What follows belongs to an exercise in optimizing a design on an open flow for small area; a production flow would make more cautious choices.
RTL that was checked went through simulation tests only; none was proved equivalent to the original.
Function not checked in run 2: the RTL went through the layout flow alone.
Power is estimated from default activity; no workload was simulated.

## flow/design.v (module list and top-level ports; edited modules follow where they fit)
// module add_rc: 18 lines
// module add_r: 17 lines
// module inc_r: 15 lines
// module carry_r: 17 lines
// module cell_maj: 3 lines
// module cell_aoi222: 4 lines
// module cell_aoi22: 3 lines
// module sel31: 21 lines
// module mul_rows: 2887 lines
// module cell_o22ai: 3 lines
// module cell_xor2: 3 lines
// module cell_xnor2: 3 lines
// module mul_fa: 4 lines
// module mul_ha: 4 lines
// module core_top: 723 lines
module core_top (
    input wire clk_i,
    input wire rst_n_i,
    input wire irq_i,
    output wire [8'd32-1:0] ibus_addr_o,
    input wire [8'd32-1:0] ibus_data_i,
    output wire [8'd32-1:0] dbus_addr_o,
    output dbus_rd_o,
    output dbus_we_o,
    output wire [2:0] dbus_size_o,
    output wire [8'd32-1:0]dbus_data_o,
    input wire [8'd32-1:0] dbus_data_i
  );
  // ...
==> flow/run.sh <==
#!/bin/bash
# synth_recipe.tcl (not shown) runs the flow's synth.tcl, then flattens the netlist and writes it again
# the make line also repeats each setting of config.mk as NAME=value (left out here)
make -C /OpenROAD-flow-scripts/flow DESIGN_CONFIG=/design/flow/config.mk WORK_HOME=/design/flow/orfs CLKGATE_MAP_FILE= SYNTH_SCRIPT=/design/flow/synth_recipe.tcl finish
==> flow/config.mk <==
export PLATFORM = sky130hd
export DESIGN_NAME = core_top
export DESIGN_NICKNAME = core_top
export VERILOG_FILES = /design/flow/design.v
export SDC_FILE = /design/flow/constraint.sdc
export NUM_CORES = 4
export LEC_CHECK = 0
export CAP_MARGIN = 40
export CORE_MARGIN = 2
export CORE_UTILIZATION = 55
export CTS_BUF_LIST = sky130_fd_sc_hd__clkbuf_8
export PLACE_DENSITY = 0.62
export SLEW_MARGIN = 30
export SYNTH_HIERARCHICAL = 1
export SYNTH_MINIMUM_KEEP_SIZE = 0
==> flow/constraint.sdc <==
create_clock -name core_clock -period 25.0 [get_ports {clk_i}]
set_input_delay 5.0000 -clock core_clock [delete_from_list [all_inputs] [get_ports {clk_i}]]
set_output_delay 5.0000 -clock core_clock [all_outputs]
set_load 0.01 [all_outputs]
==> impl_metrics.csv, run 1 <==
group,metric,value,unit
run_status,outcome,"complete, no violations",
flow_run,cap_violations,0,
timing,fmax,0.0406,GHz
yosys,ys_ff_latch,1586,
timing,timing.hold.ws,0.404,ns
timing,timing.final.crit_share,98.6,%
cts,hold_buffers,0,
power,p_clk,2.24,mW
yosys,syn-cell-area,105000,sq um
drt,route.vias.total,89800,
die,core_area,190000,sq um
cts,cts-root-buf,"clkbuf_8",
die,io_pins,168,
global_route,use_met1,55.9,%
placed_design,pre_cts_ws,1.89,ns
final_layout,biggestCellCategory,"multi-input gates",
yosys,ys_warn_count,7,
global_route,grtUsageTotal,46.6,%
worst_hold_path,hold_start,"div_s[10]",
drt,met2WireLength,201000,microns
final_layout,regMostFlops,"rf.r",
global_route,busiest_layer,"met2",
yosys,synth-async-reset-ratio,23.9,%
die,tap_cells,2511,
drt,ant_nets,0,
power,pwr-share-clk,22.2,%
global_route,antenna_found_initial,27,
drt,drcViolationCount,0,
worst_hold_path,holdPathEnd,"div_s[11]",
==> module core_top, before the edit <==
module core_top (
    input wire clk_i,
    input wire rst_n_i,
    input wire irq_i,
    output wire [8'd32-1:0] ibus_addr_o,
    input wire [8'd32-1:0] ibus_data_i,
    output wire [8'd32-1:0] dbus_addr_o,
    output dbus_rd_o,
    output dbus_we_o,
    output wire [2:0] dbus_size_o,
    output wire [8'd32-1:0]dbus_data_o,
    input wire [8'd32-1:0] dbus_data_i
  );
  function [81:0] idu_decode;
  input [31:0] inst_data_i;
  reg [6:0] inst_func7;
  reg [4:0] inst_rs2;
  reg [4:0] inst_rs1;
  reg [2:0] inst_func3;
  reg [4:0] inst_rd;
  reg [6:0] inst_opcode;
  reg inst_rs1_all0, inst_func3_all0, inst_rd_all0;
  reg inst_is_ecall, inst_is_ebreak, inst_is_mret, inst_is_wfi, inst_is_csrrx, inst_is_csrri;
  reg [1:0] inst_set;
  reg [6:0] inst_type;
  reg [19:0] uimm;
  reg [11:0] csr;
  reg [31:0] inst_func;
  reg reg_raddr1_vld, reg_raddr2_vld, reg_waddr_vld, imm_vld, csr_vld;
  begin
    inst_func7  = inst_data_i[31:25];
    inst_rs2    = inst_data_i[24:20];
    inst_rs1    = inst_data_i[19:15];
    inst_func3  = inst_data_i[14:12];
    inst_rd     = inst_data_i[11: 7];
    inst_opcode = inst_data_i[6: 0];
    inst_rs1_all0   = ~(|inst_rs1);
    inst_func3_all0 = ~(|inst_func3);
    inst_rd_all0    = ~(|inst_rd);
    inst_is_ecall  = (inst_data_i[31:20] == 12'h000) && inst_rs1_all0 && inst_func3_all0 && inst_rd_all0;
    inst_is_ebreak = (inst_data_i[31:20] == 12'h001) && inst_rs1_all0 && inst_func3_all0 && inst_rd_all0;
    inst_is_mret   = (inst_data_i[31:20] == 12'h302) && inst_rs1_all0 && inst_func3_all0 && inst_rd_all0;
    inst_is_wfi    = (inst_data_i[31:20] == 12'h105) && inst_rs1_all0 && inst_func3_all0;
    inst_is_csrrx  = (~inst_func3[2]) && (~inst_func3_all0);
    inst_is_csrri  = (inst_func3[2]) && (~inst_func3_all0);
    case (inst_opcode)
      7'b0000011, 7'b1100111, 7'b0010011: begin inst_set = 2'b01; inst_type = 7'b0000100; end
      7'b0010111, 7'b0110111:             begin inst_set = 2'b01; inst_type = 7'b0100000; end
      7'b0100011:                         begin inst_set = 2'b01; inst_type = 7'b0001000; end
      7'b0110011:                         begin inst_set = inst_func7[0] ? 2'b10 : 2'b01; inst_type = 7'b0000010; end
      7'b1010011, 7'b1000011, 7'b1000111, 7'b1001111, 7'b1001011:
                                          begin inst_set = 2'b00; inst_type = 7'b0000010; end
      7'b1100011:                         begin inst_set = 2'b01; inst_type = 7'b0010000; end
      7'b1101111:                         begin inst_set = 2'b01; inst_type = 7'b1000000; end
      7'b1110011:                         begin inst_set = 2'b01; inst_type = 7'b0000001; end
      default:                            begin inst_set = 2'b00; inst_type = 7'b0000000; end
    endcase
    uimm = 20'b0;
    csr  = 12'b0;
    case (inst_type)
      7'b0000100: uimm = {8'b0, inst_data_i[31:20]};
      7'b0001000: uimm = {8'b0, inst_data_i[31:25], inst_data_i[11:7]};
      7'b0010000: uimm = {8'b0, inst_data_i[31], inst_data_i[7], inst_data_i[30:25], inst_data_i[11:8]};
      7'b0100000: uimm = inst_data_i[31:12];
      7'b1000000: uimm = {inst_data_i[31], inst_data_i[19:12], inst_data_i[20], inst_data_i[30:21]};
      7'b0000001: begin
        uimm = inst_is_csrri ? {15'b0, inst_rs1} : 20'b0;
        csr  = {inst_func7, inst_rs2};
      end
      default: ;
    endcase
    inst_func = 32'b0_0_00_0000_0000_0000_0000_0000_0000_0000;
    case (inst_opcode)
      7'b0000011: begin
        case (inst_func3)
          3'b000  : inst_func = 32'b0_0_00_0000_0000_0000_0100_0000_0000_0000 | 32'b0_1_00_0000_0000_0000_0000_0000_0000_0000 | 32'b0_0_01_0000_0000_0000_0000_0000_0000_0000;
          3'b001  : inst_func = 32'b0_0_00_0000_0000_0000_0100_0000_0000_0000 | 32'b0_1_00_0000_0000_0000_0000_0000_0000_0000 | 32'b0_0_10_0000_0000_0000_0000_0000_0000_0000;
          3'b010  : inst_func = 32'b0_0_00_0000_0000_0000_0100_0000_0000_0000 | 32'b0_1_00_0000_0000_0000_0000_0000_0000_0000;
          3'b100 : inst_func = 32'b0_0_00_0000_0000_0000_0100_0000_0000_0000 | 32'b0_1_00_0000_0000_0000_0000_0000_0000_0000 | 32'b0_0_01_0000_0000_0000_0000_0000_0000_0000 | 32'b1_0_00_0000_0000_0000_0000_0000_0000_0000;
          3'b101 : inst_func = 32'b0_0_00_0000_0000_0000_0100_0000_0000_0000 | 32'b0_1_00_0000_0000_0000_0000_0000_0000_0000 | 32'b0_0_10_0000_0000_0000_0000_0000_0000_0000 | 32'b1_0_00_0000_0000_0000_0000_0000_0000_0000;
          default: ;
        endcase
      end
      7'b0010011: begin
        case (inst_func3)
          3'b000  : inst_func = 32'b0_0_00_0000_1000_0000_0000_0000_0000_0000 | 32'b0_1_00_0000_0000_0000_0000_0000_0000_0000;
          3'b001  : inst_func = 32'b0_0_00_0000_0010_0000_0000_0000_0000_0000 | 32'b0_1_00_0000_0000_0000_0000_0000_0000_0000;
          3'b010  : inst_func = 32'b0_0_00_0000_0000_0000_1000_0000_0000_0000 | 32'b0_1_00_0000_0000_0000_0000_0000_0000_0000;
          3'b011 : inst_func = 32'b0_0_00_0000_0000_0000_1000_0000_0000_0000 | 32'b0_1_00_0000_0000_0000_0000_0000_0000_0000 | 32'b1_0_00_0000_0000_0000_0000_0000_0000_0000;
          3'b100  : inst_func = 32'b0_0_00_0000_0000_0001_0000_0000_0000_0000 | 32'b0_1_00_0000_0000_0000_0000_0000_0000_0000;
          3'b101  : inst_func = (inst_func7[5] ? 32'b0_0_00_0000_0000_1000_0000_0000_0000_0000 : 32'b0_0_00_0000_0001_0000_0000_0000_0000_0000) | 32'b0_1_00_0000_0000_0000_0000_0000_0000_0000;
          3'b110   : inst_func = 32'b0_0_00_0000_0000_0100_0000_0000_0000_0000  | 32'b0_1_00_0000_0000_0000_0000_0000_0000_0000;
          3'b111  : inst_func = 32'b0_0_00_0000_0000_0010_0000_0000_0000_0000 | 32'b0_1_00_0000_0000_0000_0000_0000_0000_0000;
        endcase
      end
      7'b0010111: inst_func = 32'b0_0_00_0000_0000_0000_0000_0001_0000_0000;
      7'b0100011: begin
        case (inst_func3)
          3'b000 : inst_func = 32'b0_0_00_0000_0000_0000_0010_0000_0000_0000 | 32'b0_1_00_0000_0000_0000_0000_0000_0000_0000 | 32'b0_0_01_0000_0000_0000_0000_0000_0000_0000;
          3'b001 : inst_func = 32'b0_0_00_0000_0000_0000_0010_0000_0000_0000 | 32'b0_1_00_0000_0000_0000_0000_0000_0000_0000 | 32'b0_0_10_0000_0000_0000_0000_0000_0000_0000;
          3'b010 : inst_func = 32'b0_0_00_0000_0000_0000_0010_0000_0000_0000 | 32'b0_1_00_0000_0000_0000_0000_0000_0000_0000;
          default: ;
        endcase
      end
      7'b0110011: begin
        if (inst_func7[0]) begin
          case (inst_func3)
            3'b000    : inst_func = 32'b0_0_00_0000_1000_0000_0000_0000_0000_0000;
            3'b001   : inst_func = 32'b0_0_00_0000_1000_0000_0000_0000_0000_0000 | 32'b0_1_00_0000_0000_0000_0000_0000_0000_0000;
            3'b010 : inst_func = 32'b0_0_00_0000_1000_0000_0000_0000_0000_0000 | 32'b1_0_10_0000_0000_0000_0000_0000_0000_0000 | 32'b0_1_00_0000_0000_0000_0000_0000_0000_0000;
            3'b011  : inst_func = 32'b0_0_00_0000_1000_0000_0000_0000_0000_0000 | 32'b1_0_01_0000_0000_0000_0000_0000_0000_0000 | 32'b1_0_10_0000_0000_0000_0000_0000_0000_0000 | 32'b0_1_00_0000_0000_0000_0000_0000_0000_0000;
            3'b100    : inst_func = 32'b0_0_00_0000_0100_0000_0000_0000_0000_0000;
            3'b101   : inst_func = 32'b0_0_00_0000_0100_0000_0000_0000_0000_0000 | 32'b1_0_01_0000_0000_0000_0000_0000_0000_0000 | 32'b1_0_10_0000_0000_0000_0000_0000_0000_0000;
            3'b110    : inst_func = 32'b0_0_00_0000_0010_0000_0000_0000_0000_0000;
            3'b111   : inst_func = 32'b0_0_00_0000_0010_0000_0000_0000_0000_0000 | 32'b1_0_01_0000_0000_0000_0000_0000_0000_0000 | 32'b1_0_10_0000_0000_0000_0000_0000_0000_0000;
          endcase
        end else begin
          case (inst_func3)
            3'b000  : inst_func = (inst_func7[5] ? 32'b0_0_00_0000_0100_0000_0000_0000_0000_0000 : 32'b0_0_00_0000_1000_0000_0000_0000_0000_0000);
            3'b001  : inst_func = 32'b0_0_00_0000_0010_0000_0000_0000_0000_0000;
            3'b010  : inst_func = 32'b0_0_00_0000_0000_0000_1000_0000_0000_0000;
            3'b011 : inst_func = 32'b0_0_00_0000_0000_0000_1000_0000_0000_0000 | 32'b1_0_00_0000_0000_0000_0000_0000_0000_0000;
            3'b100  : inst_func = 32'b0_0_00_0000_0000_0001_0000_0000_0000_0000;
            3'b101  : inst_func = (inst_func7[5] ? 32'b0_0_00_0000_0000_1000_0000_0000_0000_0000 : 32'b0_0_00_0000_0001_0000_0000_0000_0000_0000);
            3'b110   : inst_func = 32'b0_0_00_0000_0000_0100_0000_0000_0000_0000;
            3'b111  : inst_func = 32'b0_0_00_0000_0000_0010_0000_0000_0000_0000;
          endcase
        end
      end
      7'b0110111: inst_func = 32'b0_0_00_0000_0000_0000_0000_0000_1000_0000 | 32'b0_1_00_0000_0000_0000_0000_0000_0000_0000;
      7'b1010011: begin
        inst_func[13] = inst_func7[0];
        case (inst_func7[6:2])
          5'b00000   : inst_func[12:0] = 14'b0_001_0000000_000;
          5'b00001   : inst_func[12:0] = 14'b0_001_1000000_000;
          5'b00010   : inst_func[12:0] = 14'b0_010_1000000_000;
          5'b00011   : inst_func[12:0] = 14'b0_100_1000000_000;
          5'b01011  : inst_func[12:0] = 14'b0_100_0100000_000;
          5'b00101   : inst_func[12:0] = inst_func3[0] ? 14'b0_001_0100000_001 : 14'b0_001_0100000_010;
          5'b10100   : inst_func[12:0] = inst_func3[0] ? 14'b0_001_0010000_010
                                         : inst_func3[1] ? 14'b0_001_0010000_001 : 14'b0_001_0010000_011;
          5'b00100  : inst_func[12:0] = inst_func3[0] ? 14'b0_001_0000100_001
                                         : inst_func3[1] ? 14'b0_001_0000100_010 : 14'b0_001_0000100_000;
          5'b11110  : inst_func[12:0] = 14'b0_001_0001000_010;
          5'b11100  : inst_func[12:0] = inst_func3[0] ? 14'b0_001_0000001_000 : 14'b0_001_0001000_001;
          5'b11010 : inst_func[12:0] = 14'b0_001_0000010_101;
          5'b11000 : inst_func[12:0] = 14'b0_001_0000010_011;
          5'b01000 : inst_func[12:0] = inst_func7[0] ? 14'b0_001_0000010_000 : 14'b0_001_0000010_001;
          default: ;
        endcase
      end
      7'b1100011: begin
        case (inst_func3)
          3'b000  : inst_func = 32'b0_0_00_0000_0000_0000_0000_1000_0000_0000 | 32'b0_0_00_1000_0000_0000_0000_0000_0000_0000;
          3'b001  : inst_func = 32'b0_0_00_0000_0000_0000_0000_1000_0000_0000 | 32'b0_0_00_0100_0000_0000_0000_0000_0000_0000;
          3'b100  : inst_func = 32'b0_0_00_0000_0000_0000_0000_1000_0000_0000 | 32'b0_0_00_0010_0000_0000_0000_0000_0000_0000;
          3'b101  : inst_func = 32'b0_0_00_0000_0000_0000_0000_1000_0000_0000 | 32'b0_0_00_0001_0000_0000_0000_0000_0000_0000 | 32'b0_0_00_1000_0000_0000_0000_0000_0000_0000;
          3'b110 : inst_func = 32'b0_0_00_0000_0000_0000_0000_1000_0000_0000 | 32'b0_0_00_0010_0000_0000_0000_0000_0000_0000 | 32'b1_0_00_0000_0000_0000_0000_0000_0000_0000;
          3'b111 : inst_func = 32'b0_0_00_0000_0000_0000_0000_1000_0000_0000 | 32'b0_0_00_0001_0000_0000_0000_0000_0000_0000 | 32'b0_0_00_1000_0000_0000_0000_0000_0000_0000 | 32'b1_0_00_0000_0000_0000_0000_0000_0000_0000;
          default: ;
        endcase
      end
      7'b1101111: inst_func = 32'b0_0_00_0000_0000_0000_0000_0100_0000_0000;
      7'b1100111: inst_func = 32'b0_0_00_0000_0000_0000_0000_0010_0000_0000;
      7'b1110011: begin
        case (inst_func3)
          3'b000: begin
            case ({inst_is_ecall, inst_is_ebreak, inst_is_mret, inst_is_wfi})
              4'b1000 : inst_func = 32'b0_0_00_0000_0000_0000_0000_0000_0100_0000;
              4'b0100 : inst_func = 32'b0_0_00_0000_0000_0000_0000_0000_0010_0000;
              4'b0010 : inst_func = 32'b0_0_00_0000_0000_0000_0000_0000_0001_0000;
              4'b0001 : inst_func = 32'b0_0_00_0000_0000_0000_0000_0000_0000_1000;
              default : inst_func = 32'b0_0_00_0000_0000_0000_0000_0000_0000_0000;
            endcase
          end
          3'b001  : inst_func = 32'b0_0_00_0000_0000_0000_0000_0000_0000_0100;
          3'b010  : inst_func = 32'b0_0_00_0000_0000_0000_0000_0000_0000_0010;
          3'b011  : inst_func = 32'b0_0_00_0000_0000_0000_0000_0000_0000_0001;
          3'b101 : inst_func = 32'b0_0_00_0000_0000_0000_0000_0000_0000_0100 | 32'b0_1_00_0000_0000_0000_0000_0000_0000_0000;
          3'b110 : inst_func = 32'b0_0_00_0000_0000_0000_0000_0000_0000_0010 | 32'b0_1_00_0000_0000_0000_0000_0000_0000_0000;
          3'b111 : inst_func = 32'b0_0_00_0000_0000_0000_0000_0000_0000_0001 | 32'b0_1_00_0000_0000_0000_0000_0000_0000_0000;
          default: ;
        endcase
      end
      default: ;
    endcase
    case (inst_type)
      7'b0000010: begin  
        reg_raddr1_vld = 1'b1; reg_raddr2_vld = 1'b1;
        reg_waddr_vld  = (inst_set != 2'b00);
      end
      7'b0000100: begin reg_raddr1_vld = 1'b1; reg_raddr2_vld = 1'b0; reg_waddr_vld = 1'b1; end  
      7'b0001000: begin reg_raddr1_vld = 1'b1; reg_raddr2_vld = 1'b1; reg_waddr_vld = 1'b0; end  
      7'b0010000: begin reg_raddr1_vld = 1'b1; reg_raddr2_vld = 1'b1; reg_waddr_vld = 1'b0; end  
      7'b0100000: begin reg_raddr1_vld = 1'b0; reg_raddr2_vld = 1'b0; reg_waddr_vld = 1'b1; end  
      7'b1000000: begin reg_raddr1_vld = 1'b0; reg_raddr2_vld = 1'b0; reg_waddr_vld = 1'b1; end  
      7'b0000001: begin reg_raddr1_vld = inst_is_csrrx; reg_raddr2_vld = 1'b0; reg_waddr_vld = 1'b1; end  
      default:    begin reg_raddr1_vld = 1'b0; reg_raddr2_vld = 1'b0; reg_waddr_vld = 1'b0; end
    endcase
    idu_decode = {reg_waddr_vld, csr, uimm,
                  {5{reg_waddr_vld}} & inst_rd,
                  {5{reg_raddr2_vld}} & inst_rs2,
                  {5{reg_raddr1_vld}} & inst_rs1,
                  inst_func, inst_set};
  end
endfunction
  wire hold_flag;
  wire jump_flag;
  wire [31:0] jump_addr;
  reg hold_stall_flag;
  reg jump_stall_flag;
  always @ (posedge clk_i or negedge rst_n_i)
  begin
    if (!rst_n_i)
    begin
      hold_stall_flag <= 1'b0;
      jump_stall_flag <= 1'b0;
    end
    else
    begin
      hold_stall_flag <= hold_flag;
      jump_stall_flag <= jump_flag;
    end
  end
  reg [31:0] pc;
  always @ (posedge clk_i or negedge rst_n_i)
  begin
    if (!rst_n_i)
      pc <= 32'h0;
    else if (jump_flag)
      pc <= jump_addr;
    else if (!hold_flag)
      pc <= pc_inc;
  end
  assign ibus_addr_o = pc;
  wire [29:0] pc_inc_hi;
  inc_r #(30) u_pc_inc (.a(pc[31:2]), .ci(1'b1), .s(pc_inc_hi));
  wire [31:0] pc_inc = {pc_inc_hi, pc[1:0]};
  reg [31:0] idu_inst_data_t;
  always @ (posedge clk_i)
  begin
    if (!hold_stall_flag)
      idu_inst_data_t <= ibus_data_i;
  end
  wire [31:0] idu_inst_data = hold_stall_flag ? idu_inst_data_t : ibus_data_i;
  reg [31:0] ex_inst;
  reg        ex_vld;
  wire [81:0] dec = idu_decode(ex_inst);
  wire        dec_waddr_vld = dec[81];
  wire [11:0] dec_csr       = dec[80:69];
  wire [19:0] dec_uimm      = dec[68:49];
  wire [4:0]  dec_waddr     = dec[48:44];
  wire [4:0]  dec_raddr2    = dec[43:39];
  wire [4:0]  dec_raddr1    = dec[38:34];
  wire [31:0] dec_func      = dec[33:2];
  wire [1:0]  dec_set       = dec[1:0];
  wire [4:0]  rf_waddr;
  wire        rf_we;
  wire [31:0] rf_wdata;
  wire [31:0] xreg [0:31];
  assign xreg[0] = 32'b0;
  genvar g;
  generate
    for (g = 1; g < 32; g = g + 1)
    begin : rf
      reg [31:0] r;
      always @ (posedge clk_i)
      begin
        if (rf_we && (rf_waddr == g))
          r <= rf_wdata;
      end
      assign xreg[g] = r;
    end
  endgenerate
  wire [4:0] ex_rs1 = dec_raddr1;
  wire [4:0] ex_rs2 = dec_raddr2;
  wire [31:0] rsel1;
  wire [31:0] rsel2;
  wire [1023:0] rdat;
  assign rsel1[0] = 1'b0;
  assign rsel2[0] = 1'b0;
  assign rdat[31:0] = 32'b0;
  generate
    for (g = 1; g < 32; g = g + 1)
    begin : rsel
      assign rsel1[g] = (ex_rs1 == g);
      assign rsel2[g] = (ex_rs2 == g);
      assign rdat[32*g +: 32] = xreg[g];
    end
  endgenerate
  wire [31:0] ex_r1;
  wire [31:0] ex_r2;
  sel31 u_rs1 (.sel(rsel1[31:1]), .d(rdat[1023:32]), .y(ex_r1));
  sel31 u_rs2 (.sel(rsel2[31:1]), .d(rdat[1023:32]), .y(ex_r2));
  wire int_req;
  wire flush_flag = jump_flag || jump_stall_flag || hold_flag;
  always @ (posedge clk_i or negedge rst_n_i)
  begin
    if (!rst_n_i)
      ex_vld <= 1'b0;
    else
      ex_vld <= ~flush_flag;
  end
  always @ (posedge clk_i)
  begin
    ex_inst <= idu_inst_data;
  end
  wire [1:0]  ex_set       = {2{ex_vld}} & dec_set;
  wire [31:0] ex_func      = {32{ex_vld}} & dec_func;
  wire        ex_waddr_vld = ex_vld & dec_waddr_vld;
  wire [4:0]  ex_waddr     = dec_waddr;
  wire [11:0] ex_csr       = dec_csr;
  wire [19:0] ex_uimm      = dec_uimm;
  wire set_i = ex_set[0];
  wire set_m = ex_set[1];
  wire [31:0] f = ex_func;
  wire subop_unsign = f[31];
  wire subop_immv   = f[30];
  wire op_add   = set_i & f[23];
  wire op_sub   = set_i & f[22];
  wire op_sll   = set_i & f[21];
  wire op_srl   = set_i & f[20];
  wire op_sra   = set_i & f[19];
  wire op_or    = set_i & f[18];
  wire op_and   = set_i & f[17];
  wire op_xor   = set_i & f[16];
  wire op_slt   = set_i & f[15];
  wire op_load  = set_i & f[14];
  wire op_store = set_i & f[13];
  wire op_b     = set_i & f[11];
  wire op_jal   = set_i & f[10];
  wire op_jalr  = set_i & f[9];
  wire op_auipc = set_i & f[8];
  wire op_lui   = set_i & f[7];
  wire op_csrrw = set_i & f[2];
  wire op_csrrs = set_i & f[1];
  wire op_csrrc = set_i & f[0];
  wire op_csr   = op_csrrw | op_csrrs | op_csrrc;
  wire op_mul   = set_m & f[23];
  wire op_div   = set_m & f[22];
  wire op_rem   = set_m & f[21];
  wire [31:0] imm12s = {{20{ex_uimm[11]}}, ex_uimm[11:0]};
  wire [31:0] imm12z = {20'b0, ex_uimm[11:0]};
  wire [31:0] op1_data = (op_csr & subop_immv) ? {27'b0, ex_uimm[4:0]} : ex_r1;
  wire [31:0] op2_data = (op_slt | op_load | op_store) ? (subop_immv ? imm12s : ex_r2)
                       : op_csr ? 32'b0
                       : (subop_immv ? (subop_unsign ? imm12z : imm12s) : ex_r2);
  wire        alu_sub = op_sub | op_slt | op_b;
  wire [31:0] alu_b   = op_jalr ? imm12s : op2_data;
  wire        ext1    = ~subop_unsign & op1_data[31];
  wire        ext2    = ~subop_unsign & alu_b[31];
  wire [32:0] alu_bx  = {ext2, alu_b} ^ {33{alu_sub}};
  wire [32:0] alu_sum;
  add_rc #(33) u_alu_add (.a({ext1, op1_data}), .b(alu_bx), .ci(alu_sub), .s(alu_sum), .co());
  wire alu_zero = ~(|alu_sum[31:0]);
  wire alu_neg  = alu_sum[32];
  wire bxx_valid = (~subop_unsign & ((f[27] & alu_zero) | (f[26] & ~alu_zero) | (f[25] & alu_neg) | (f[24] & ~alu_neg)))
                 | ( subop_unsign & ((f[25] & alu_neg) | (f[24] & ~alu_neg)));
  wire [31:0] inst_addr = pc - 32'h8;
  wire [31:0] link_addr = pc - 32'h4;
  wire [31:0] pc_off = op_b   ? {{19{ex_uimm[11]}}, ex_uimm[11:0], 1'b0}
                     : op_jal ? {{11{ex_uimm[11]}}, ex_uimm[19:0], 1'b0}
                     :          {ex_uimm[19:0], 12'b0};
  wire [31:0] pc_sum;
  add_r #(32) u_pc_add (.a(inst_addr), .b(pc_off), .s(pc_sum), .co());
  wire u1 = f[31] & f[28];
  wire u2 = f[31] & f[29];
  wire [4:0] shamt = op2_data[4:0];
  wire       sh_right = op_srl | op_sra;
  wire [31:0] sh_dec = 32'b1 << shamt;
  wire [31:0] sh_onehot;
  assign sh_onehot[0] = sh_dec[0];
  generate
    for (g = 1; g < 32; g = g + 1)
    begin : shsel
      assign sh_onehot[g] = sh_right ? sh_dec[32 - g] : sh_dec[g];
    end
  endgenerate
  wire [31:0] mul_b  = set_m ? ex_r2 : sh_onehot;
  wire        mul_as = set_m ? ~u1 : op_sra;
  wire        mul_bs = set_m & ~u2;
  wire        mul_hi = set_m ? f[30] : (sh_right & (shamt != 5'd0));
  wire [63:0] mul_x;
  wire [63:0] mul_y;
  mul_rows u_mul_rows (
             .a_i  (ex_r1),
             .b_i  (mul_b),
             .as_i (mul_as),
             .bs_i (mul_bs),
             .x_o  (mul_x),
             .y_o  (mul_y)
           );
  wire [15:0] mul_l0, mul_m0, mul_m1, mul_a0, mul_a1, mul_b0, mul_b1;
  wire        mul_c16, mul_cm0, mul_cm1, mul_ca0, mul_ca1;
  add_r  #(16) u_mul_l0 (.a(mul_x[15:0]),  .b(mul_y[15:0]),  .s(mul_l0), .co(mul_c16));
  add_r  #(16) u_mul_m0 (.a(mul_x[31:16]), .b(mul_y[31:16]), .s(mul_m0), .co(mul_cm0));
  add_rc #(16) u_mul_m1 (.a(mul_x[31:16]), .b(mul_y[31:16]), .ci(1'b1), .s(mul_m1), .co(mul_cm1));
  add_r  #(16) u_mul_a0 (.a(mul_x[47:32]), .b(mul_y[47:32]), .s(mul_a0), .co(mul_ca0));
  add_rc #(16) u_mul_a1 (.a(mul_x[47:32]), .b(mul_y[47:32]), .ci(1'b1), .s(mul_a1), .co(mul_ca1));
  add_r  #(16) u_mul_b0 (.a(mul_x[63:48]), .b(mul_y[63:48]), .s(mul_b0), .co());
  add_rc #(16) u_mul_b1 (.a(mul_x[63:48]), .b(mul_y[63:48]), .ci(1'b1), .s(mul_b1), .co());
  wire [31:0] mul_lo  = {mul_c16 ? mul_m1 : mul_m0, mul_l0};
  wire        mul_c32 = mul_c16 ? mul_cm1 : mul_cm0;
  wire [15:0] mul_bs0 = mul_ca0 ? mul_b1 : mul_b0;    
  wire [15:0] mul_bs1 = mul_ca1 ? mul_b1 : mul_b0;    
  wire [31:0] mul_hs  = mul_c32 ? {mul_bs1, mul_a1} : {mul_bs0, mul_a0};
  wire [31:0] mul_res = mul_hi ? mul_hs : mul_lo;
  wire div_sa = ~u1 & ex_r1[31];
  wire div_sb = ~u2 & ex_r2[31];
  wire [31:0] div_a;
  wire [31:0] div_b;
  inc_r #(32) u_div_nega (.a(ex_r1 ^ {32{div_sa}}), .ci(div_sa), .s(div_a));
  inc_r #(32) u_div_negb (.a(ex_r2 ^ {32{div_sb}}), .ci(div_sb), .s(div_b));
  wire        div_start = op_div | op_rem;
  wire        div_bz    = ~(|div_b);
  wire        div_age;
  carry_r #(32) u_div_cmp (.a(div_a), .b(~div_b), .ci(1'b1), .co(div_age));
  wire        div_bgt   = ~div_age;
  reg [5:0]  div_cnt;
  reg [31:0] div_d;
  reg [64:0] div_s;
  reg        div_early;
  reg        div_zero;
  reg        div_qs;
  reg        div_rs;
  reg        div_op;
  reg [4:0]  div_waddr;
  always @ (posedge clk_i or negedge rst_n_i)
  begin
    if (!rst_n_i)
      div_cnt <= 6'd33;
    else if (div_start)
      div_cnt <= (div_bz | div_bgt) ? 6'd32 : 6'd0;
    else if (div_cnt <= 6'd32)
      div_cnt <= div_cnt + 6'd1;
  end
  wire div_step = (div_cnt < 6'd32);
  wire div_stop = (div_cnt == 6'd32);
  wire [32:0] div_u    = div_s[63:31];
  wire [32:0] div_t;
  add_rc #(33) u_div_step (.a(div_u), .b({1'b0, div_d} ^ {33{~div_u[32]}}), .ci(~div_u[32]), .s(div_t), .co());
  always @ (posedge clk_i)
  begin
    div_s <= div_start ? {33'b0, div_a} : {div_t, div_s[30:0], ~div_t[32]};
  end
  always @ (posedge clk_i)
  begin
    if (div_start)
    begin
      div_d     <= div_b;
      div_early <= div_bz | div_bgt;
      div_zero  <= div_bz;
      div_qs    <= div_sa ^ div_sb;
      div_rs    <= div_sa;
      div_op    <= op_div;
      div_waddr <= ex_waddr;
    end
  end
  wire [31:0] div_rem_b;
  add_r #(32) u_div_back (.a(div_s[63:32]), .b(div_d), .s(div_rem_b), .co());
  wire [31:0] div_rem_c = div_s[64] ? div_rem_b : div_s[63:32];
  wire [31:0] div_q_t   = div_zero ? 32'hffff_ffff : (div_early ? 32'b0 : div_s[31:0]);
  wire [31:0] div_r_t   = div_early ? div_s[31:0] : div_rem_c;
  wire [31:0] div_v     = div_op ? div_q_t : div_r_t;
  wire        div_n     = div_op ? div_qs : div_rs;
  wire [31:0] div_res;
  inc_r #(32) u_div_negr (.a(div_v ^ {32{div_n}}), .ci(div_n), .s(div_res));
  wire [31:0] csr_rdata;
  wire [31:0] exu_csr_wdata = ({32{op_csrrw}} & op1_data)
                            | ({32{op_csrrs}} & (csr_rdata | op1_data))
                            | ({32{op_csrrc}} & (csr_rdata & ~op1_data));
  wire exu_csr_waddr_vld = ~int_req & op_csr;
  wire sel_adder = op_add | op_sub | op_load | op_store;
  wire sel_mul   = op_sll | op_srl | op_sra | op_mul;
  wire [31:0] iresult = ({32{sel_adder}} & alu_sum[31:0])
                      | ({32{sel_mul}}   & mul_res)
                      | ({32{op_or}}     & (op1_data | op2_data))
                      | ({32{op_and}}    & (op1_data & op2_data))
                      | ({32{op_xor}}    & (op1_data ^ op2_data))
                      | {31'b0, op_slt & alu_neg}
                      | ({32{op_jal | op_jalr}} & link_addr)
                      | ({32{op_auipc}}  & pc_sum)
                      | ({32{op_lui}}    & {ex_uimm, 12'b0})
                      | ({32{op_csr}}    & csr_rdata)
                      | ({32{div_stop}}  & div_res);
  wire exu_jump_flag = (op_b & bxx_valid) | op_jal | op_jalr;
  wire [31:0] exu_jump_addr = op_jalr ? {alu_sum[31:1], 1'b0} : pc_sum;
  wire mem_en_flag = ~int_req & (op_load | op_store);
  wire exu_hold_flag = ~int_req & (op_store | op_load | div_step | op_div | op_rem);
  wire [4:0] reg_waddr_wb = div_stop ? div_waddr : ({5{ex_waddr_vld}} & ex_waddr);
  wire       reg_waddr_wb_vld = div_stop | ex_waddr_vld;
  wire [31:0] csr_mtvec;
  wire [31:0] csr_mepc;
  wire [31:0] csr_mstatus;
  localparam S_IDLE = 3'd0;
  localparam S_MEPC = 3'd1;
  localparam S_MSTATUS = 3'd2;
  localparam S_MCAUSE = 3'd3;
  localparam S_MRET = 3'd4;
  wire op_ecall  = set_i & f[6];
  wire op_ebreak = set_i & f[5];
  wire op_mret   = set_i & f[4];
  reg [1:0] irq;
  always @ (posedge clk_i or negedge rst_n_i)
  begin
    if (!rst_n_i)
      irq <= 2'b00;
    else
      irq <= {irq[0], irq_i};
  end
  reg irq_vld_temp;
  wire irq_vld = (~irq[1] & irq[0]) | irq_vld_temp;
  wire global_int_en = csr_mstatus[3];
  wire global_int_si = csr_mstatus[31];
  wire trap_sw  = op_ecall | op_ebreak;
  wire trap_irq = global_int_en & irq_vld;
  wire trap_si  = global_int_en & global_int_si;
  wire st_mepc  = trap_sw | (~op_mret & (trap_irq | trap_si));
  wire st_mret  = ~trap_sw & op_mret;
  wire st_idle  = ~st_mepc & ~st_mret;
  always @ (posedge clk_i or negedge rst_n_i)
  begin
    if (!rst_n_i)
      irq_vld_temp <= 1'b0;
    else
      irq_vld_temp <= st_idle & irq_vld;
  end
  wire [2:0] cause_sel = trap_sw ? (op_ecall ? 3'd1 : 3'd2)
                       : trap_irq ? 3'd3 : 3'd4;
  wire [31:0] clint_inst_addr = inst_addr;
  wire [31:0] clint_jump_addr = exu_jump_addr - 32'h4;
  wire [31:0] break_addr_n = exu_jump_flag ? clint_jump_addr : clint_inst_addr;
  reg [2:0]  csr_state;
  reg [2:0]  break_cause;
  always @ (posedge clk_i or negedge rst_n_i)
  begin
    if (!rst_n_i)
    begin
      csr_state   <= S_IDLE;
      break_cause <= 3'd0;
    end
    else
    begin
      case (csr_state)
        S_IDLE: begin
          if (st_mepc)
          begin
            csr_state   <= S_MEPC;
            break_cause <= cause_sel;
          end
          else if (st_mret)
          begin
            csr_state   <= S_MRET;
            break_cause <= 3'd0;
          end
        end
        S_MEPC:    csr_state <= S_MSTATUS;
        S_MSTATUS: csr_state <= S_MCAUSE;
        S_MCAUSE:  csr_state <= S_IDLE;
        default:   csr_state <= S_IDLE;
      endcase
    end
  end
  wire [31:0] break_cause_val = (break_cause == 3'd1) ? 32'd11
                              : (break_cause == 3'd2) ? 32'd3
                              : (break_cause == 3'd3) ? 32'h8000_0003
                              : (break_cause == 3'd4) ? 32'h8000_0004
                              : 32'd0;
  reg [1:0]  int_waddr;
  reg [31:0] int_wdata;
  always @ (posedge clk_i or negedge rst_n_i)
  begin
    if (!rst_n_i)
      int_waddr <= 2'd0;
    else
    begin
      case (csr_state)
        S_MEPC:    int_waddr <= 2'd1;
        S_MSTATUS: int_waddr <= 2'd2;
        S_MCAUSE:  int_waddr <= 2'd3;
        S_MRET:    int_waddr <= 2'd2;
        default:   int_waddr <= 2'd0;
      endcase
    end
  end
  always @ (posedge clk_i)
  begin
    case (csr_state)
      S_IDLE:    int_wdata <= break_addr_n;
      S_MSTATUS: int_wdata <= {csr_mstatus[31:4], 1'b0, csr_mstatus[2:0]};
      S_MCAUSE:  int_wdata <= break_cause_val;
      S_MRET:    int_wdata <= {csr_mstatus[31:4], csr_mstatus[7], csr_mstatus[2:0]};
      default:   ;
    endcase
  end
  wire int_csr_vld = (int_waddr != 2'd0);
  wire [11:0] int_csr_waddr = (int_waddr == 2'd1) ? 12'h341
                            : (int_waddr == 2'd2) ? 12'h300
                            : (int_waddr == 2'd3) ? 12'h342
                            : 12'h000;
  reg        int_req_r;
  reg [31:0] int_addr;
  wire [29:0] mtvec_inc;
  inc_r #(30) u_mtvec_inc (.a(csr_mtvec[31:2]), .ci(1'b1), .s(mtvec_inc));
  wire [31:0] mtvec_adj = (break_cause == 3'd4) ? {mtvec_inc, csr_mtvec[1:0]} : csr_mtvec;
  always @ (posedge clk_i or negedge rst_n_i)
  begin
    if (!rst_n_i)
      int_req_r <= 1'b0;
    else
      int_req_r <= (csr_state == S_MCAUSE) | (csr_state == S_MRET);
  end
  always @ (posedge clk_i)
  begin
    int_addr <= (csr_state == S_MRET) ? csr_mepc : mtvec_adj;
  end
  assign int_req = int_req_r;
  wire int_hold_flag = (csr_state != S_IDLE) | int_csr_vld;
  assign hold_flag = exu_hold_flag | int_hold_flag;
  assign jump_flag = exu_jump_flag | int_req;
  assign jump_addr = int_req ? int_addr : exu_jump_addr;
  wire [11:0] csr_waddr = int_csr_vld ? int_csr_waddr : ex_csr;
  wire        csr_we    = exu_csr_waddr_vld | int_csr_vld;
  wire [31:0] csr_wdata = int_csr_vld ? int_wdata : exu_csr_wdata;
  reg [31:0] r_mtvec, r_mepc, r_mcause, r_mie, r_mip, r_mtval, r_mscratch, r_mstatus;
  reg [63:0] r_cycle;
  wire [63:0] cycle_inc;
  inc_r #(64) u_cycle_inc (.a(r_cycle), .ci(1'b1), .s(cycle_inc));
  always @ (posedge clk_i or negedge rst_n_i)
  begin
    if (!rst_n_i)
      r_cycle <= 64'h0;
    else
      r_cycle <= cycle_inc;
  end
  always @ (posedge clk_i or negedge rst_n_i)
  begin
    if (!rst_n_i)
    begin
      r_mtvec    <= 32'h0;
      r_mepc     <= 32'h0;
      r_mcause   <= 32'h0;
      r_mie      <= 32'h0;
      r_mip      <= 32'h0;
      r_mtval    <= 32'h0;
      r_mscratch <= 32'h0;
      r_mstatus  <= 32'h0000_0060;
    end
    else if (csr_we)
    begin
      case (csr_waddr)
        12'h305    : r_mtvec    <= csr_wdata;
        12'h341     : r_mepc     <= csr_wdata;
        12'h342   : r_mcause   <= csr_wdata;
        12'h304      : r_mie      <= csr_wdata;
        12'h344      : r_mip      <= csr_wdata;
        12'h343    : r_mtval    <= csr_wdata;
        12'h340 : r_mscratch <= csr_wdata;
        12'h300  : r_mstatus  <= csr_wdata;
        default: ;
      endcase
    end
  end
  assign csr_rdata = ({32{ex_csr == 12'h305}}    & r_mtvec)
                   | ({32{ex_csr == 12'h341}}     & r_mepc)
                   | ({32{ex_csr == 12'h342}}   & r_mcause)
                   | ({32{ex_csr == 12'h304}}      & r_mie)
                   | ({32{ex_csr == 12'h344}}      & r_mip)
                   | ({32{ex_csr == 12'h343}}    & r_mtval)
                   | ({32{ex_csr == 12'h340}} & r_mscratch)
                   | ({32{ex_csr == 12'h300}}  & r_mstatus)
                   | ({32{ex_csr == 12'hc80}}   & r_cycle[63:32])
                   | ({32{ex_csr == 12'hc00}}    & r_cycle[31:0]);
  assign csr_mtvec   = r_mtvec;
  assign csr_mepc    = r_mepc;
  assign csr_mstatus = r_mstatus;
  reg [4:0] mau_func_t;    
  reg [1:0] mau_addr_t;
  always @ (posedge clk_i)
  begin
    mau_func_t <= {f[31], f[29:28], f[14:13]};
    mau_addr_t <= iresult[1:0];
  end
  wire st_byte = (f[29:28] == 2'b01);
  wire st_half = (f[29:28] == 2'b10);
  wire st_word = (f[29:28] == 2'b00);
  assign dbus_addr_o = alu_sum[31:0];
  assign dbus_size_o = {st_word, st_half, st_byte};
  assign dbus_data_o = st_byte ? {4{ex_r2[7:0]}} : st_half ? {2{ex_r2[15:0]}} : ex_r2;
  assign dbus_rd_o   = mem_en_flag & ~hold_stall_flag & f[14];
  assign dbus_we_o   = mem_en_flag & ~hold_stall_flag & f[13];
  wire ld_vld  = hold_stall_flag & mau_func_t[1];
  wire ld_sign = ~mau_func_t[4];
  wire [7:0] ld_b8 = (mau_addr_t == 2'd0) ? dbus_data_i[7:0]
                   : (mau_addr_t == 2'd1) ? dbus_data_i[15:8]
                   : (mau_addr_t == 2'd2) ? dbus_data_i[23:16]
                   :                        dbus_data_i[31:24];
  wire [15:0] ld_h16 = mau_addr_t[1] ? dbus_data_i[31:16] : dbus_data_i[15:0];
  wire [31:0] ld_data = (mau_func_t[3:2] == 2'b01) ? {{24{ld_sign & ld_b8[7]}}, ld_b8}
                      : (mau_func_t[3:2] == 2'b10) ? {{16{ld_sign & ld_h16[15]}}, ld_h16}
                      : (mau_func_t[3:2] == 2'b00) ? dbus_data_i
                      : 32'b0;
  reg [4:0] mau_reg_addr;
  reg       mau_reg_addr_vld;
  always @ (posedge clk_i or negedge rst_n_i)
  begin
    if (!rst_n_i)
    begin
      mau_reg_addr     <= 5'b0;
      mau_reg_addr_vld <= 1'b0;
    end
    else
    begin
      mau_reg_addr     <= reg_waddr_wb;
      mau_reg_addr_vld <= reg_waddr_wb_vld;
    end
  end
  wire [4:0] wb_addr = ld_vld ? mau_reg_addr : reg_waddr_wb;
  wire       wb_vld  = ld_vld ? mau_reg_addr_vld : (reg_waddr_wb_vld & ~exu_hold_flag);
  assign rf_waddr = wb_addr;
  assign rf_we    = wb_vld & (wb_addr != 5'd0);
  assign rf_wdata = ld_vld ? ld_data : iresult;
endmodule
==> run 2, diff against run 1 <==
--- a/flow/design.v
+++ b/flow/design.v
@@ -96,6 +96,42 @@
     end
   endgenerate
 endmodule
+module sel10 (
+    input  wire [9:0]   sel,
+    input  wire [319:0] d,
+    output wire [31:0]  y
+  );
+  genvar j;
+  generate
+    for (j = 0; j < 32; j = j + 1)
+    begin : bit_
+      wire [3:0] n;
+      cell_aoi222 u0 (.a1(sel[0]), .b1(d[j]),       .a2(sel[1]), .b2(d[32+j]),  .a3(sel[2]), .b3(d[64+j]),  .y(n[0]));
+      cell_aoi222 u1 (.a1(sel[3]), .b1(d[96+j]),    .a2(sel[4]), .b2(d[128+j]), .a3(sel[5]), .b3(d[160+j]), .y(n[1]));
+      cell_aoi222 u2 (.a1(sel[6]), .b1(d[192+j]),   .a2(sel[7]), .b2(d[224+j]), .a3(sel[8]), .b3(d[256+j]), .y(n[2]));
+      assign n[3] = ~(sel[9] & d[288+j]);
+      assign y[j] = ~(&n);
+    end
+  endgenerate
+endmodule
+module sel8 (
+    input  wire [7:0]   sel,
+    input  wire [255:0] d,
+    output wire [31:0]  y
+  );
+  genvar j;
+  generate
+    for (j = 0; j < 32; j = j + 1)
+    begin : bit_
+      wire [3:0] n;
+      cell_aoi222 u0 (.a1(sel[7]), .b1(d[224+j]), .a2(sel[6]), .b2(d[192+j]), .a3(sel[5]), .b3(d[160+j]), .y(n[0]));
+      cell_aoi222 u1 (.a1(sel[4]), .b1(d[128+j]), .a2(sel[3]), .b2(d[96+j]),  .a3(sel[2]), .b3(d[64+j]),  .y(n[1]));
+      assign n[2] = ~(sel[1] & d[32+j]);
+      assign n[3] = ~(sel[0] & d[j]);
+      assign y[j] = ~(&n);
+    end
+  endgenerate
+endmodule
 module mul_rows (
     input  wire [31:0] a_i,
     input  wire [31:0] b_i,
@@ -3358,8 +3394,9 @@
   wire alu_neg  = alu_sum[32];
   wire bxx_valid = (~subop_unsign & ((f[27] & alu_zero) | (f[26] & ~alu_zero) | (f[25] & alu_neg) | (f[24] & ~alu_neg)))
                  | ( subop_unsign & ((f[25] & alu_neg) | (f[24] & ~alu_neg)));
-  wire [31:0] inst_addr = pc - 32'h8;
-  wire [31:0] link_addr = pc - 32'h4;
+  wire [28:0] pc_hi_dec = pc[31:3] - 29'd1;
+  wire [31:0] inst_addr = {pc_hi_dec, pc[2:0]};
+  wire [31:0] link_addr = pc[2] ? {pc[31:3], 1'b0, pc[1:0]} : {pc_hi_dec, 1'b1, pc[1:0]};
   wire [31:0] pc_off = op_b   ? {{19{ex_uimm[11]}}, ex_uimm[11:0], 1'b0}
                      : op_jal ? {{11{ex_uimm[11]}}, ex_uimm[19:0], 1'b0}
                      :          {ex_uimm[19:0], 12'b0};
@@ -3474,17 +3511,14 @@
   wire exu_csr_waddr_vld = ~int_req & op_csr;
   wire sel_adder = op_add | op_sub | op_load | op_store;
   wire sel_mul   = op_sll | op_srl | op_sra | op_mul;
-  wire [31:0] iresult = ({32{sel_adder}} & alu_sum[31:0])
-                      | ({32{sel_mul}}   & mul_res)
-                      | ({32{op_or}}     & (op1_data | op2_data))
-                      | ({32{op_and}}    & (op1_data & op2_data))
-                      | ({32{op_xor}}    & (op1_data ^ op2_data))
-                      | {31'b0, op_slt & alu_neg}
-                      | ({32{op_jal | op_jalr}} & link_addr)
-                      | ({32{op_auipc}}  & pc_sum)
-                      | ({32{op_lui}}    & {ex_uimm, 12'b0})
-                      | ({32{op_csr}}    & csr_rdata)
-                      | ({32{div_stop}}  & div_res);
+  wire [31:0] logic_res = op_or ? (op1_data | op2_data) : op_and ? (op1_data & op2_data) : (op1_data ^ op2_data);
+  wire [31:0] iresult_w;
+  sel8 u_res (.sel({sel_adder, sel_mul, op_or | op_and | op_xor, op_jal | op_jalr, op_auipc,
+                    op_csr, op_lui, div_stop}),
+              .d({alu_sum[31:0], mul_res, logic_res, link_addr, pc_sum,
+                  csr_rdata, ex_uimm, 12'b0, div_res}),
+              .y(iresult_w));
+  wire [31:0] iresult = {iresult_w[31:1], iresult_w[0] | (op_slt & alu_neg)};
   wire exu_jump_flag = (op_b & bxx_valid) | op_jal | op_jalr;
   wire [31:0] exu_jump_addr = op_jalr ? {alu_sum[31:1], 1'b0} : pc_sum;
   wire mem_en_flag = ~int_req & (op_load | op_store);
@@ -3663,16 +3697,14 @@
       endcase
     end
   end
-  assign csr_rdata = ({32{ex_csr == 12'h305}}    & r_mtvec)
-                   | ({32{ex_csr == 12'h341}}     & r_mepc)
-                   | ({32{ex_csr == 12'h342}}   & r_mcause)
-                   | ({32{ex_csr == 12'h304}}      & r_mie)
-                   | ({32{ex_csr == 12'h344}}      & r_mip)
-                   | ({32{ex_csr == 12'h343}}    & r_mtval)
-                   | ({32{ex_csr == 12'h340}} & r_mscratch)
-                   | ({32{ex_csr == 12'h300}}  & r_mstatus)
-                   | ({32{ex_csr == 12'hc80}}   & r_cycle[63:32])
-                   | ({32{ex_csr == 12'hc00}}    & r_cycle[31:0]);
+  wire [9:0] csr_rsel = {ex_csr == 12'h305,  ex_csr == 12'h341,  ex_csr == 12'h342,
+                         ex_csr == 12'h304,    ex_csr == 12'h344,   ex_csr == 12'h343,
+                         ex_csr == 12'h340, ex_csr == 12'h300,
+                         ex_csr == 12'hc80, ex_csr == 12'hc00};
+  sel10 u_csr_rd (.sel(csr_rsel),
+                  .d({r_mtvec, r_mepc, r_mcause, r_mie, r_mip, r_mtval, r_mscratch, r_mstatus,
+                      r_cycle[63:32], r_cycle[31:0]}),
+                  .y(csr_rdata));
   assign csr_mtvec   = r_mtvec;
   assign csr_mepc    = r_mepc;
   assign csr_mstatus = r_mstatus;
==> flow/flow/run.sh (new file) <==
#!/bin/bash
# Layout flow: the standard flow (standard.sh), with clock tree synthesis
# options of our own (no dummy loads, larger sink clusters).
set -o pipefail
cp standard.sh standard_sh.log
cp config.mk config_mk.log
export CTS_ARGS="-sink_clustering_enable -repair_clock_nets -buf_list sky130_fd_sc_hd__clkbuf_8 -dont_use_dummy_load"
bash standard.sh > standard.log 2>&1
status=$?
ls -la out > out_listing.log 2>&1
exit $status
==> flow/standard.sh (new file) <==
#!/bin/bash
# synth_recipe.tcl (not shown) runs the flow's synth.tcl, then flattens the netlist and writes it again
# the make line also repeats each setting of config.mk as NAME=value (left out here)
make -C /OpenROAD-flow-scripts/flow DESIGN_CONFIG=/design/flow/config.mk WORK_HOME=/design/flow/orfs CLKGATE_MAP_FILE= SYNTH_SCRIPT=/design/flow/synth_recipe.tcl "${@:-finish}"
removed: flow/run.sh
==> run 2 against run 1 <==
  * Synthesized cell count shrank 1.5%
  * Largest cell class unchanged
  * Still clean
  * Synthesized area shrank 0.30%
  * Highest routed layer unchanged
  * Register-to-register slack lost 0.36 ns
  * Count of clock-buffer cells in the layout shrank 19
  * First-iteration DRC count grew 17%
  * Wire length grew 4.7%
  * Sequential share of layout area grew 0.16 points
  * Non-clock buffer count grew 9
  * Critical path depth grew 2
==> impl_metrics.csv, run 2 <==
group,metric,value,unit
run_status,outcome,"complete, no violations",
final_layout,final_util,61.4,%
yosys,synthTopCellsByArea,"edfxtp_1, fa_1, dfrtp_1",
power,power_switching,4.55,mW
placed_design,gp_congestion,1.09,
timing,hold_viol_final,0,
flow_run,cap_violations,0,
die,die_y,441,microns
drt,vias_per_cell,7.72,
drt,drtPass1Iterations,14,
final_layout,layout_commonest_cell,"edfxtp_1",
timing,tns,0,ns
cts,cts_tree,"yes",
yosys,ys_seq_area_share,42.6,%
cts,cts_sinks,1586,
die,rows,160,
yosys,netlist.area_leader.share,31.5,%
global_route,grt_pass1_wl,666000,microns
power,power_density,90.0,nW/um^2
yosys,ys.flop_type,"edfxtp_1",
yosys,syn-cell-area,105000,sq um
cts,cts-root-buf,"clkbuf_8",
timing,clock_skew,0.125,ns
cts,clkSlewWorstSetupHoldPaths,0.06,ns
timing,setup_slack,0.549,ns
drt,drt_wl_total,485000,microns
power,swShare,43.4,%
cts,cts_resized,0,
die,io_pins,168,
die,die_w,441,microns
drt,drcViolationCount,0,
placed_design,pre_cts_ws,1.85,ns
die,start_util,55.2,%
worst_setup_path,crit_fanout,31,
timing,rsz0062_at_grt,"no",
cts,clock_latency,1.07,ns
yosys,syn_area_per_cell,11.8,sq um
timing,relSlewSlack,21.1,%
timing,setup_viol,0,
worst_setup_path,cp_slowest_cell,"clkdlybuf4s50_1",
worst_setup_path,crit_path_frequent_cell,"fa_1",
cts,cts-buffers-inserted,288,
die,dieArea,194000,sq um
yosys,synth_cell_types,99,
final_layout,stdcell_count,11900,
global_route,grtUsageTotal,49.0,%
final_layout,final_cell_mix,"edfxtp_1, a222oi_1, fa_1, nand2_1, xor2_1",
timing,fmax,0.0409,GHz
drt,ant_nets,0,
final_layout,design_area,117000,sq um
yosys,synth-async-reset-ratio,23.9,%
placed_design,numPortBuffers,167,
placed_design,place.detailed.hpwl,331000,microns
power,power_frac_comb,47.4,%
power,pwr-share-clk,19.3,%
power,p_int,5.94,mW
final_layout,syn_to_final_growth,11.2,%
cts,clk_path_buf_depth,4,
yosys,yosys.cell_count.top_type,"edfxtp_1",
placed_design,dpl_cell_area,112000,sq um
worst_setup_path,cp_data_required_time,20.00,ns
cts,cts_max_level,5,
final_layout,num-fill-cells,15000,
worst_setup_path,crit_path_start_kind,"flop",
global_route,grt_pass1_vias,86700,
global_route,grt_max_degree,98,
yosys,ys_ff_latch,1586,
drt,drt_iter0_markers,21500,
timing,fin_crit,24.45,ns
worst_hold_path,hold_path_class,"reg -> reg",
die,core_area,190000,sq um
timing,slew_viol_final,0,
global_route,grt_overflow,0,
cts,hold_buffers,0,
timing,timing.hold.ws,0.417,ns
yosys,synth_top_area_cell,"edfxtp_1",
power,finalPower,10.5,mW
global_route,antenna_found_initial,42,
power,ir_drop,0.123,mV
drt,route.vias.total,91600,
power,leakagePower,48.9,nW
worst_setup_path,worstSetupPathType,"reg -> out",
final_layout,largest_reg_flops,992,
worst_setup_path,cpPeakStageDelay,0.64,ns
worst_setup_path,end_kind,"output pin",
final_layout,final_layout_size_suffix_gt1_share,11.7,%
worst_setup_path,cp.arrival,19.45,ns
yosys,synth_edf_count,1098,
yosys,yosys-top-cells-count,"edfxtp_1, a222oi_1, fa_1",
cts,cts_setup_buffers,0,
timing,timing.final.crit_share,97.8,%
timing,max_slew.worst_pin.slew,1.18,ns
yosys,syn_inst,8851,
yosys,ys_warn_count,7,
final_layout,regMostFlops,"rf.r",
final_layout,largestRegisters,"rf.r (992), div_s (65), r_cycle (64)",
placed_design,placed_cells_incl_taps,11500,
drt,routedWlPerCell,40.8,microns
final_layout,final_nets,10400,
power,p_seq_share,33.3,%
-- run 2: cell types whose count changed in the layout (fill, tap and decap cells not counted), sizes merged, moves of 31 or more --
cell / change
xnor2: +55
nand2: -31
a221oi: -44
a222oi: +124
mux2i: +72
inv: -59
a22o: -31
nor2: +41
clkinv: -56
a21oi: -43
o21ai: -44
a211oi: -32
xor2: -61
-- run 2: path summary, 6_finish.rpt --
check / from / to / slack, ns / cells past startpoint
worst min-delay path: jump_stall_flag / ex_vld / 0.42 / 1
min in group asynchronous: rst_n_i / r_mip[7] / 3.99 / 1
worst min register to register: jump_stall_flag / ex_vld / 0.42 / 1
worst max-delay path: idu_inst_data_t[3] / dbus_addr_o[31] / 0.55 / 48
worst max register to register: idu_inst_data_t[3] / rf[28].r[21] / 3.41 / 53
max in group asynchronous: rst_n_i / div_cnt[0] / 19.09 / 5
-- run 2: kinds of logic (layout without fill, tap and decap cells) --
family,Yosys count,after routing,share of synthesized area [%]
flip-flops,1586,1586,42.6
XOR/XNOR,841,841,7.03
AO/OA/AOI/OAI,2484,2484,18.0
AND/OR/NAND/NOR,1837,1837,8.20
adder cells (fa/ha/maj),1087,1087,18.0
buffers and inverters,722,1146,3.31
multiplexers,290,290,2.88
other,4,86,0.0143
-- run 2: area by class of cell --
class                           instances  area, sq um  share of cell area, %
Multi-Input combinational cell       6591        58200                   50.0
Sequential cell                      1586        44600                   38.3
Timing Repair Buffer                  601         5470                   4.70
Clock buffer                          288         3960                   3.40
Tap cell                             2511         3140                   2.70
Inverter                              257          965                  0.828
Antenna cell                           34         85.1                 0.0730
-- run 2: power groups by stage --
| stage | Clock, mW | Combinational, mW | Sequential, mW |
|---|---|---|---|
| floorplan | 0 | 2.85 | 3.41 |
| global placement | 0 | 4.58 | 3.52 |
| detailed placement | 0 | 4.71 | 3.53 |
| CTS | 2.03 | 4.74 | 3.48 |
| global route | 2.14 | 5.18 | 3.51 |
| finish | 2.02 | 4.97 | 3.49 |
-- run 2: critical path, delay by kind of cell, from the launching register on --
kind	cells	cell delay, ns
simple gates	6	2.21
flops	1	0.63
xor+xnor	1	0.16
compound gates	7	1.20
fa+ha+maj	32	13.15
buf+inv	2	1.11
-- run 2: Yosys stat by module, one instance, submodules excluded, excerpt --
module,cell area (sq um),flip-flops and latches
mul_ha,12.5,0
mul_rows,2200,0
sel31,915,0
core_top,65800,1586
sel10,354,0
cell_maj,11.3,0
cell_xnor2,8.76,0
-- run 2: layer usage --
layer | vias to the layer above | global-route usage (%) | wire, microns
met5 | - | 1.86 | 425
met4 | 26 | 34.5 | 42000
met3 | 1829 | 18.6 | 74800
met2 | 8744 | 68.2 | 198000
met1 | 45500 | 62.6 | 169000
li1 | 35500 | - | -

[port drivers added, routing unchanged]
No port has a modelled driver above. Below, the same layouts with a new extraction and two added sets of constraints.
Step 1 assumes that a clkbuf_16 drives the clock port and a buf_2 every other input.
Step 2 moves the port delays by t, midway between the first and last clock arrival at a register: inputs arrive t later, outputs are due t later. That takes back most of the time a late clock gives input paths.
a / b / c = ideal / step 1 / step 2; a / b = the first two.
run	t, ns	slack for setup (ns)	clock arrival spread, ns	cell pins on the clock port's net
run 1	1.094	0.358 / 0.258 / 1.352	0.123 / 0.123	1
run 2	1.111	0.549 / 0.447 / 1.558	0.125 / 0.126	1
After both steps setup and hold are still met in every run listed.
